From an optimization exercise on the open Yosys and OpenROAD flow, aimed at small area, a short achievable clock period and few clock cycles per item; shortcuts taken in it are not production practice.
The RTL was checked by simulation tests, not by an equivalence proof against the original design.

// fp_top
module fp_top
#(
    parameter fp_pkg::fp_format_e  FP_FORMAT   = fp_pkg::FP32,
    parameter fp_pkg::int_format_e INT_FORMAT  = fp_pkg::INT32,
    parameter logic        RISCV_MODE  = 1'b0
)
(
    input clk_i,
    input rst_i,
    input start_i,
    output logic ready_o,
    input [63:0] a_i,
    input [63:0] b_i,
    input [63:0] c_i,
    input fp_pkg::roundmode_e rnd_i,
    input fp_pkg::float_op_e op_i,
    input [1:0] op_modify_i,
    output logic [63:0] result_o,
    output logic valid_o,
    output fp_pkg::status_t flags_o
);
clock: 20.0 ns
lec_check: 0
cap_margin: 20
core_margin: 2
core_utilization: 45
setup_slack_margin: 5
slew_margin: 20
run.sh (not shown) runs the stock make flow with config.mk's settings and CLKGATE_MAP_FILE= SYNTH_SCRIPT=/design/flow/synth_recipe.tcl, a recipe that flattens the netlist after the stock synthesis.
The baseline finished with timing, DRC and antenna clean.
Testbench counts at the start, summed over its fixed seeds: cycles 35,466, ops 24,000.
Then changed:
--- a/flow/config.mk
+++ b/flow/config.mk
@@ -7,5 +7,6 @@
 export LEC_CHECK = 0
+export ABC_AREA = 1
 export CAP_MARGIN = 20
 export CORE_MARGIN = 2
-export CORE_UTILIZATION = 45
+export CORE_UTILIZATION = 40
 export SETUP_SLACK_MARGIN = 5
What happened: Routed wire length climbs by a few percent. Global-route usage falls by 3.5 points. Final area barely changes. Setup slack improved by 0.24 ns. Non-clock buffer count drops by 146. Die area rises by about a fifth. Clock-buffer cell count increases by 5. Synthesized area grows slightly. Fmax rises slightly. Via count came out higher by a little under a tenth.
Then changed:
--- a/flow/config.mk
+++ b/flow/config.mk
@@ -7,7 +7,8 @@
 export LEC_CHECK = 0
-export ABC_AREA = 1
 export CAP_MARGIN = 20
 export CORE_MARGIN = 2
-export CORE_UTILIZATION = 40
+export CORE_UTILIZATION = 48
 export SETUP_SLACK_MARGIN = 5
 export SLEW_MARGIN = 20
+export SYNTH_HIERARCHICAL = 1
+export SYNTH_MINIMUM_KEEP_SIZE = 200
- The changed run completed without violations
- synthesized area barely changes
- synthesized cell count shrinks by about a fifth
- wire length rises by a little under a tenth
- clock-buffer cell count came out higher by 10
- first-iteration DRC count rises by about a fifth
- global-route usage rose by 10 points
Then changed:
--- a/flow/config.mk
+++ b/flow/config.mk
@@ -9,6 +9,4 @@
 export CORE_MARGIN = 2
-export CORE_UTILIZATION = 48
+export CORE_UTILIZATION = 40
 export SETUP_SLACK_MARGIN = 5
 export SLEW_MARGIN = 20
-export SYNTH_HIERARCHICAL = 1
-export SYNTH_MINIMUM_KEEP_SIZE = 200
Effect: The new run produced a clean layout; critical path depth fell by 22; synthesized area falls by 1.7%; fmax went up by 2.8%; clock skew rises by 0.026 ns; flip-flop and latch count is unchanged; die area rises by 18%; count of clock-buffer cells in the layout decreases by 13; first-iteration DRC count came out lower by 13%.
Then changed:
--- a/flow/config.mk
+++ b/flow/config.mk
@@ -12 +12,3 @@
 export SLEW_MARGIN = 20
+export SYNTH_HIERARCHICAL = 1
+export SYNTH_MINIMUM_KEEP_SIZE = 200
Synthesized area goes up by 1.8%. Flip-flop and latch count does not change. Setup slack loses 0.17 ns. Non-clock buffer count rises by 163.

job 101:
Another version of the RTL of fp_top (not shown whole).
Size: roughly 18,000 cells after synthesis, roughly 600 flip-flops, roughly 280 I/O pins, about 0.11 sq mm of cells after synthesis.
export LEC_CHECK = 0
export ABC_AREA = 1
export CAP_MARGIN = 20
export CORE_MARGIN = 2
export CORE_UTILIZATION = 40
export SETUP_SLACK_MARGIN = 5
export SLEW_MARGIN = 20
create_clock -name core_clock -period 20.0 [get_ports {clk_i}]
standard.sh (not shown) runs the stock make flow with config.mk's settings and CLKGATE_MAP_FILE= SYNTH_SCRIPT=/design/flow/synth_recipe.tcl, a recipe that flattens the netlist after the stock synthesis.
==> flow/flow/run.sh <==
#!/bin/bash
set -euo pipefail
bash standard.sh SETUP_SLACK_MARGIN=8 finish > flow_make.log 2>&1
Testbench counts of job 101, summed over its fixed seeds: cycles 35,466, ops 24,000.
For job 102, these inputs were changed with respect to job 101:
==> flow/run.sh (new file) <==
#!/bin/bash
# synth_recipe.tcl (not shown) runs the flow's synth.tcl, then flattens the netlist and writes it again
# the make line also repeats each setting of config.mk as NAME=value (left out here)
make -C /OpenROAD-flow-scripts/flow DESIGN_CONFIG=/design/flow/config.mk WORK_HOME=/design/flow/orfs CLKGATE_MAP_FILE= SYNTH_SCRIPT=/design/flow/synth_recipe.tcl finish
-- flow/config.mk --
<<< job 101, line 8
export ABC_AREA = 1
>>> job 102, line 8
removed: flow/flow/run.sh
removed: flow/standard.sh
Results
Summary of the comparison: maximum count of clock buffers along a single path is lower in job 102, relative to job 101.
Job 102 vs. job 101: parity-gate share of the synthesized area counting xor and xnor cells went up by 0.63 points.
The final critical-path share of the clock period of job 102 is higher than that of job 101.
Summary of the comparison: worst reg2reg path depth is lower in job 102, relative to job 101.
Summary — proportion of cell area occupied by multi-input gates, job 102 relative to job 101: higher, by 7.5 points.
Per the comparison of job 102 with job 101, final-stage net count dropped 18%; layout inverter count without the clock tree dropped 1,312.
Final worst hold slack: job 102 vs job 101, no meaningful difference
--- input diff job 102..job 103 ---
-- flow/config.mk --
<<< job 102, line 8
>>> job 103, line 8
export ABC_AREA = 1
## What came out
Every run in the comparison, job 103 and job 102, completed the flow with a clean layout. Of the two values seen for critical path start-end classification, flop to flop was produced by job 102 and flop to output port by job 103. In the metrics for job 103 and job 102, the one carrying the lower standard-cell row count is job 103. result_o[4] as the capturing element of the worst setup path was reported by job 103, and f_ashamt_q[1]$_SDFF_PN0_ by job 102. Compared to job 102, job 103 has full die area about 1.2% lower. Relative to job 102, job 103 improves routed wire length. Fraction of area in registers, job 103 and job 102: higher on job 103. When the final numbers for job 103 and job 102 were put side by side, the critical path arrival turned out to be smaller in job 103.
The following lists how job 104 was set up differently from job 103:
==> flow/flow/run.sh (new file) <==
#!/bin/bash
set -euo pipefail
bash standard.sh SETUP_SLACK_MARGIN=6.5 finish > flow_make.log 2>&1
==> flow/standard.sh (new file) <==
#!/bin/bash
# synth_recipe.tcl (not shown) runs the flow's synth.tcl, then flattens the netlist and writes it again
# the make line also repeats each setting of config.mk as NAME=value (left out here)
make -C /OpenROAD-flow-scripts/flow DESIGN_CONFIG=/design/flow/config.mk WORK_HOME=/design/flow/orfs CLKGATE_MAP_FILE= SYNTH_SCRIPT=/design/flow/synth_recipe.tcl "${@:-finish}"
-- flow/config.mk --
<<< job 103, line 8
export ABC_AREA = 1
>>> job 104, line 8
removed: flow/run.sh
Notes after the runs:
- In job 104 the simple-gate share of the synthesized area turned out 9.2 points lower than in job 103.
- Job 103 -> job 104: number of pins with negative max-slew slack in the final report delta 0, exact match
- Job 104 vs job 103, number of logic inverters in the finished layout went down by 1,282.
- [compare] base=job 103 new=job 104: share of cell area taken by muxes after synthesis rose by 7.9 points, worst-case register-to-register setup slack rose by 0.30 ns.
- Diff job 103 -> job 104: number of cells on the critical path saw a decrease, wire length saw an increase, utilization of the core after routing saw an increase, share of layout cells above drive strength 1 saw an increase.
Modified inputs, job 105 compared to job 104
==> flow/flow/run.sh <==
#!/bin/bash
set -euo pipefail
bash standard.sh SETUP_SLACK_MARGIN=7 finish > flow_make.log 2>&1
-- flow/config.mk --
<<< job 104, line 8
>>> job 105, line 8
export ABC_AREA = 1
Findings:
Job 105: full flow OK, the timing, DRC and antenna checks passed. Fmax: job 105 higher than job 104. Wire length ends up lower on job 105. Fraction of area in non-clock buffers, job 104 and job 105: higher on job 104.

## static timing again, ports no longer ideal
Ports are ideal in the flow. The routed layouts listed here were re-timed in OpenROAD. Step 1, drivers: a clkbuf_16 drives clk_i and a buf_2 each remaining input, both assumed. Step 2 moves the port delays by t, midway between the first and last clock arrival at a register: inputs arrive t later, outputs are due t later. That takes back most of the time a late clock gives input paths. a / b / c = ideal ports / drivers / drivers and shift; a / b = the first two.
| run | t, ns | setup slack, ns | worst setup path after step 2 |
|---|---|---|---|
| the first run of note 1 | 0.863 | 5.228 / 5.123 / 4.445 | input to register |
| the second run of note 1 | 0.806 | 5.463 / 5.365 / 4.766 | input to register |
| the third run of note 1 | 0.853 | 4.881 / 4.881 / 4.469 | input to register |
| the fourth run of note 1 | 0.835 | 5.292 / 5.176 / 4.536 | input to register |
| the fifth run of note 1 | 0.844 | 5.122 / 5.009 / 4.496 | input to register |
| job 101 | 0.899 | 6.799 / 6.699 / 7.150 | input to register |
| job 102 | 0.856 | 5.180 / 5.123 / 4.501 | input to register |
| job 103 | 0.902 | 5.199 / 5.096 / 4.718 | input to register |
| job 104 | 0.906 | 5.470 / 5.387 / 5.634 | input to register |
| job 105 | 0.900 | 6.953 / 6.855 / 6.351 | input to register |
After both steps setup and hold are still met in every run listed. For the first run of note 1, which loses most, drivers alone change the setup slack by -0.105 ns; drivers and shift together by -0.783 ns.
